Source: an optimization exercise on an open RTL-to-GDS flow (aim: small area, a short achievable clock period and few clock cycles per item). Production flows keep margins and buffers that such runs may drop.
Function was checked by simulation only, so behaviour that the tests miss may differ from the original.
Power and IR drop assume default switching activity.

Setup of oak:
==> flow/design.v (excerpt) <==
module seqpolar(i_clk, i_reset, i_stb, i_xval, i_yval, i_aux, o_busy,
		o_done, o_mag, o_phase, o_aux);
	input	wire		i_clk, i_reset, i_stb;
	input	wire	[28:0]	i_xval, i_yval;
	input	wire		i_aux;
	output	wire		o_busy;
	output	reg		o_done;
	output	wire	[25:0]	o_mag;
	output	wire	[25:0]	o_phase;
	output	reg		o_aux;
	reg		busy;
	reg		rot;		 
	reg		k5;
	reg	[3:0]	sa;		 
	reg	[7:0]	sc;		 
	reg		sa1x, sa2x;	 
	reg		sc1x, sc2x, sc3x;	 
	reg		kbig;		 
	reg	[33:0]	xv;		 
	reg	[39:4]	yn;		 
	reg	[35:1]	ph;		 
	wire	sx = i_xval[28], sy = i_yval[28];
	wire	[33:0]	ex = { {1{sx}}, i_xval, 4'b0 };
	wire	[39:4]	ey = { {7{sy}}, i_yval };
	wire	[33:0]	ld_x = sx ? { {2{sx}}, i_xval, 3'b0 } : ex;
	wire	[35:1]	ld_p = { !sx, !(sx^sy), 33'h1c7c6e34f };
	wire		d = yn[39];			 
	wire	[35:0]	y0 = { yn[35:4], 4'b0 };
	wire	[35:0]	ya0;
	assign	ya0[0] = (sa[0] & y0[0]) | (sa[1] & y0[2]) | (sa[2] & y0[4]) | (sa[3] & y0[6]);
	assign	ya0[1] = (sa[0] & y0[1]) | (sa[1] & y0[3]) | (sa[2] & y0[5]) | (sa[3] & y0[7]);
	assign	ya0[2] = (sa[0] & y0[2]) | (sa[1] & y0[4]) | (sa[2] & y0[6]) | (sa[3] & y0[8]);
	assign	ya0[3] = (sa[0] & y0[3]) | (sa[1] & y0[5]) | (sa[2] & y0[7]) | (sa[3] & y0[9]);
	assign	ya0[4] = (sa[0] & y0[4]) | (sa[1] & y0[6]) | (sa[2] & y0[8]) | (sa[3] & y0[10]);
	assign	ya0[5] = (sa[0] & y0[5]) | (sa[1] & y0[7]) | (sa[2] & y0[9]) | (sa[3] & y0[11]);
	assign	ya0[6] = (sa[0] & y0[6]) | (sa[1] & y0[8]) | (sa[2] & y0[10]) | (sa[3] & y0[12]);
	assign	ya0[7] = (sa[0] & y0[7]) | (sa[1] & y0[9]) | (sa[2] & y0[11]) | (sa[3] & y0[13]);
	assign	ya0[8] = (sa[0] & y0[8]) | (sa[1] & y0[10]) | (sa[2] & y0[12]) | (sa[3] & y0[14]);
	assign	ya0[9] = (sa[0] & y0[9]) | (sa[1] & y0[11]) | (sa[2] & y0[13]) | (sa[3] & y0[15]);
	assign	ya0[10] = (sa[0] & y0[10]) | (sa[1] & y0[12]) | (sa[2] & y0[14]) | (sa[3] & y0[16]);
	assign	ya0[11] = (sa[0] & y0[11]) | (sa[1] & y0[13]) | (sa[2] & y0[15]) | (sa[3] & y0[17]);
	assign	ya0[12] = (sa[0] & y0[12]) | (sa[1] & y0[14]) | (sa[2] & y0[16]) | (sa[3] & y0[18]);
	assign	ya0[13] = (sa[0] & y0[13]) | (sa[1] & y0[15]) | (sa[2] & y0[17]) | (sa[3] & y0[19]);
  ...
==> flow/config.mk <==
export PLATFORM = sky130hd
export DESIGN_NAME = seqpolar
export DESIGN_NICKNAME = seqpolar
export VERILOG_FILES = /design/flow/design.v
export SDC_FILE = /design/flow/constraint.sdc
export NUM_CORES = 4
export LEC_CHECK = 0
export CAP_MARGIN = 20
export CORE_MARGIN = 2
export CORE_UTILIZATION = 65
export CTS_BUF_LIST = sky130_fd_sc_hd__clkbuf_8
export SETUP_SLACK_MARGIN = 2.6
export SLEW_MARGIN = 20
==> flow/constraint.sdc <==
create_clock -name core_clock -period 7.0 [get_ports {i_clk}]
set_input_delay 1.4000 -clock core_clock [delete_from_list [all_inputs] [get_ports {i_clk}]]
set_output_delay 1.4000 -clock core_clock [all_outputs]
set_load 0.01 [all_outputs]
standard.sh (not shown) runs the stock make flow with config.mk's settings and CLKGATE_MAP_FILE= SYNTH_SCRIPT=/design/flow/synth_recipe.tcl, a recipe that flattens the netlist after the stock synthesis.
==> flow/flow/run.sh <==
#!/bin/bash
set -euo pipefail
export BUFFER_PORTS_ARGS="-buffer_cell sky130_fd_sc_hd__buf_1"
bash standard.sh > standard_flow.log 2>&1
oak was carried through to the last stage, and its layout satisfied the timing, design-rule and antenna checks.
Testbench counts of oak, summed over its fixed seeds: cycles 18,182, items 512.
Here is what was changed in the inputs of pine compared with oak.
- CORE_UTILIZATION changed from 65 to 40
==> flow/run.sh (new file) <==
#!/bin/bash
# synth_recipe.tcl (not shown) runs the flow's synth.tcl, then flattens the netlist and writes it again
# the make line also repeats each setting of config.mk as NAME=value (left out here)
make -C /OpenROAD-flow-scripts/flow DESIGN_CONFIG=/design/flow/config.mk WORK_HOME=/design/flow/orfs CLKGATE_MAP_FILE= SYNTH_SCRIPT=/design/flow/synth_recipe.tcl finish
removed: flow/flow/run.sh
removed: flow/standard.sh
--- outcome ---
- Going from oak to pine, sequential share of layout area shrinks by 0.67 points.
- pine packs its core looser than oak.
- oak has a lower final-layout clock-cell area share than pine.
- pine has completed all stages; timing, DRC and antenna checks passed.
- Against oak, pine comes in about 27% higher on die height.

== beta ==
seqpolar again, from the RTL that the note above started with.
Settings: LEC_CHECK=0, CAP_MARGIN=20, CORE_MARGIN=2, CORE_UTILIZATION=40, CTS_BUF_LIST=sky130_fd_sc_hd__clkbuf_8, SETUP_SLACK_MARGIN=2.6, SLEW_MARGIN=20; clock period 7.0 ns.
==> flow/flow/run.sh <==
#!/bin/bash
set -euo pipefail
export BUFFER_PORTS_ARGS="-buffer_cell sky130_fd_sc_hd__buf_1"
bash standard.sh > standard_flow.log 2>&1
Testbench counts of beta, summed over its fixed seeds: cycles 18,182, items 512.
Relative to beta, the following input files were edited for alpha:
diff --git a/flow/config.mk b/flow/config.mk
--- a/flow/config.mk
+++ b/flow/config.mk
@@ -10,4 +10,4 @@
 export CORE_UTILIZATION = 40
 export CTS_BUF_LIST = sky130_fd_sc_hd__clkbuf_8
-export SETUP_SLACK_MARGIN = 2.6
+export SETUP_SLACK_MARGIN = 2.8
 export SLEW_MARGIN = 20
Notes after the runs:
- Worst vdd rail ir drop: beta and alpha compared, lower one is beta
- Against beta, alpha comes in 2.1% higher on number of vias after detailed routing.
- Later-pin clock latency in the skew report ended up 0.02 ns higher on alpha than on beta.
- Number of setup buffers added after CTS is higher on alpha
- Comparing beta and alpha, the higher time the worst path needs with I/O delays and setup was measured on alpha.
- alpha gives more worst setup slack before clock tree synthesis than beta did.
- Per the comparison of alpha with beta, maximum operating frequency went down; global routing usage on met1 went down; y dimension of the die did not really move; worst setup slack went down.
- The share of cell area taken by flip-flops and latches reported for alpha is smaller than that of beta by 0.77 points.

port drivers added, routing unchanged:
Ports are ideal in the flow. The routed layouts listed here were re-timed in OpenROAD.
Step 1 (the two cells are an assumption about what drives the block):
set clk [get_ports {i_clk}]
set_driving_cell -lib_cell sky130_fd_sc_hd__clkbuf_16 $clk
set_driving_cell -lib_cell sky130_fd_sc_hd__buf_2 [delete_from_list [all_inputs] $clk]
Step 2 moves the port delays by t, midway between the first and last clock arrival at a register: inputs arrive t later, outputs are due t later. That takes back most of the time a late clock gives input paths.
a / b / c = ideal ports / drivers / drivers and shift; a / b = the first two.
| run | t, ns | slack for setup (ns) | slew at the worst register clock pin (ns) |
|---|---|---|---|
| oak | 0.523 | 2.379 / 2.379 / 2.379 | 0.10 / 0.10 |
| pine | 0.526 | 2.466 / 2.466 / 2.466 | 0.10 / 0.10 |
| beta | 0.528 | 2.537 / 2.537 / 2.537 | 0.11 / 0.11 |
| alpha | 0.546 | 2.463 / 2.463 / 2.463 | 0.12 / 0.12 |
After both steps every run listed still meets setup and hold.
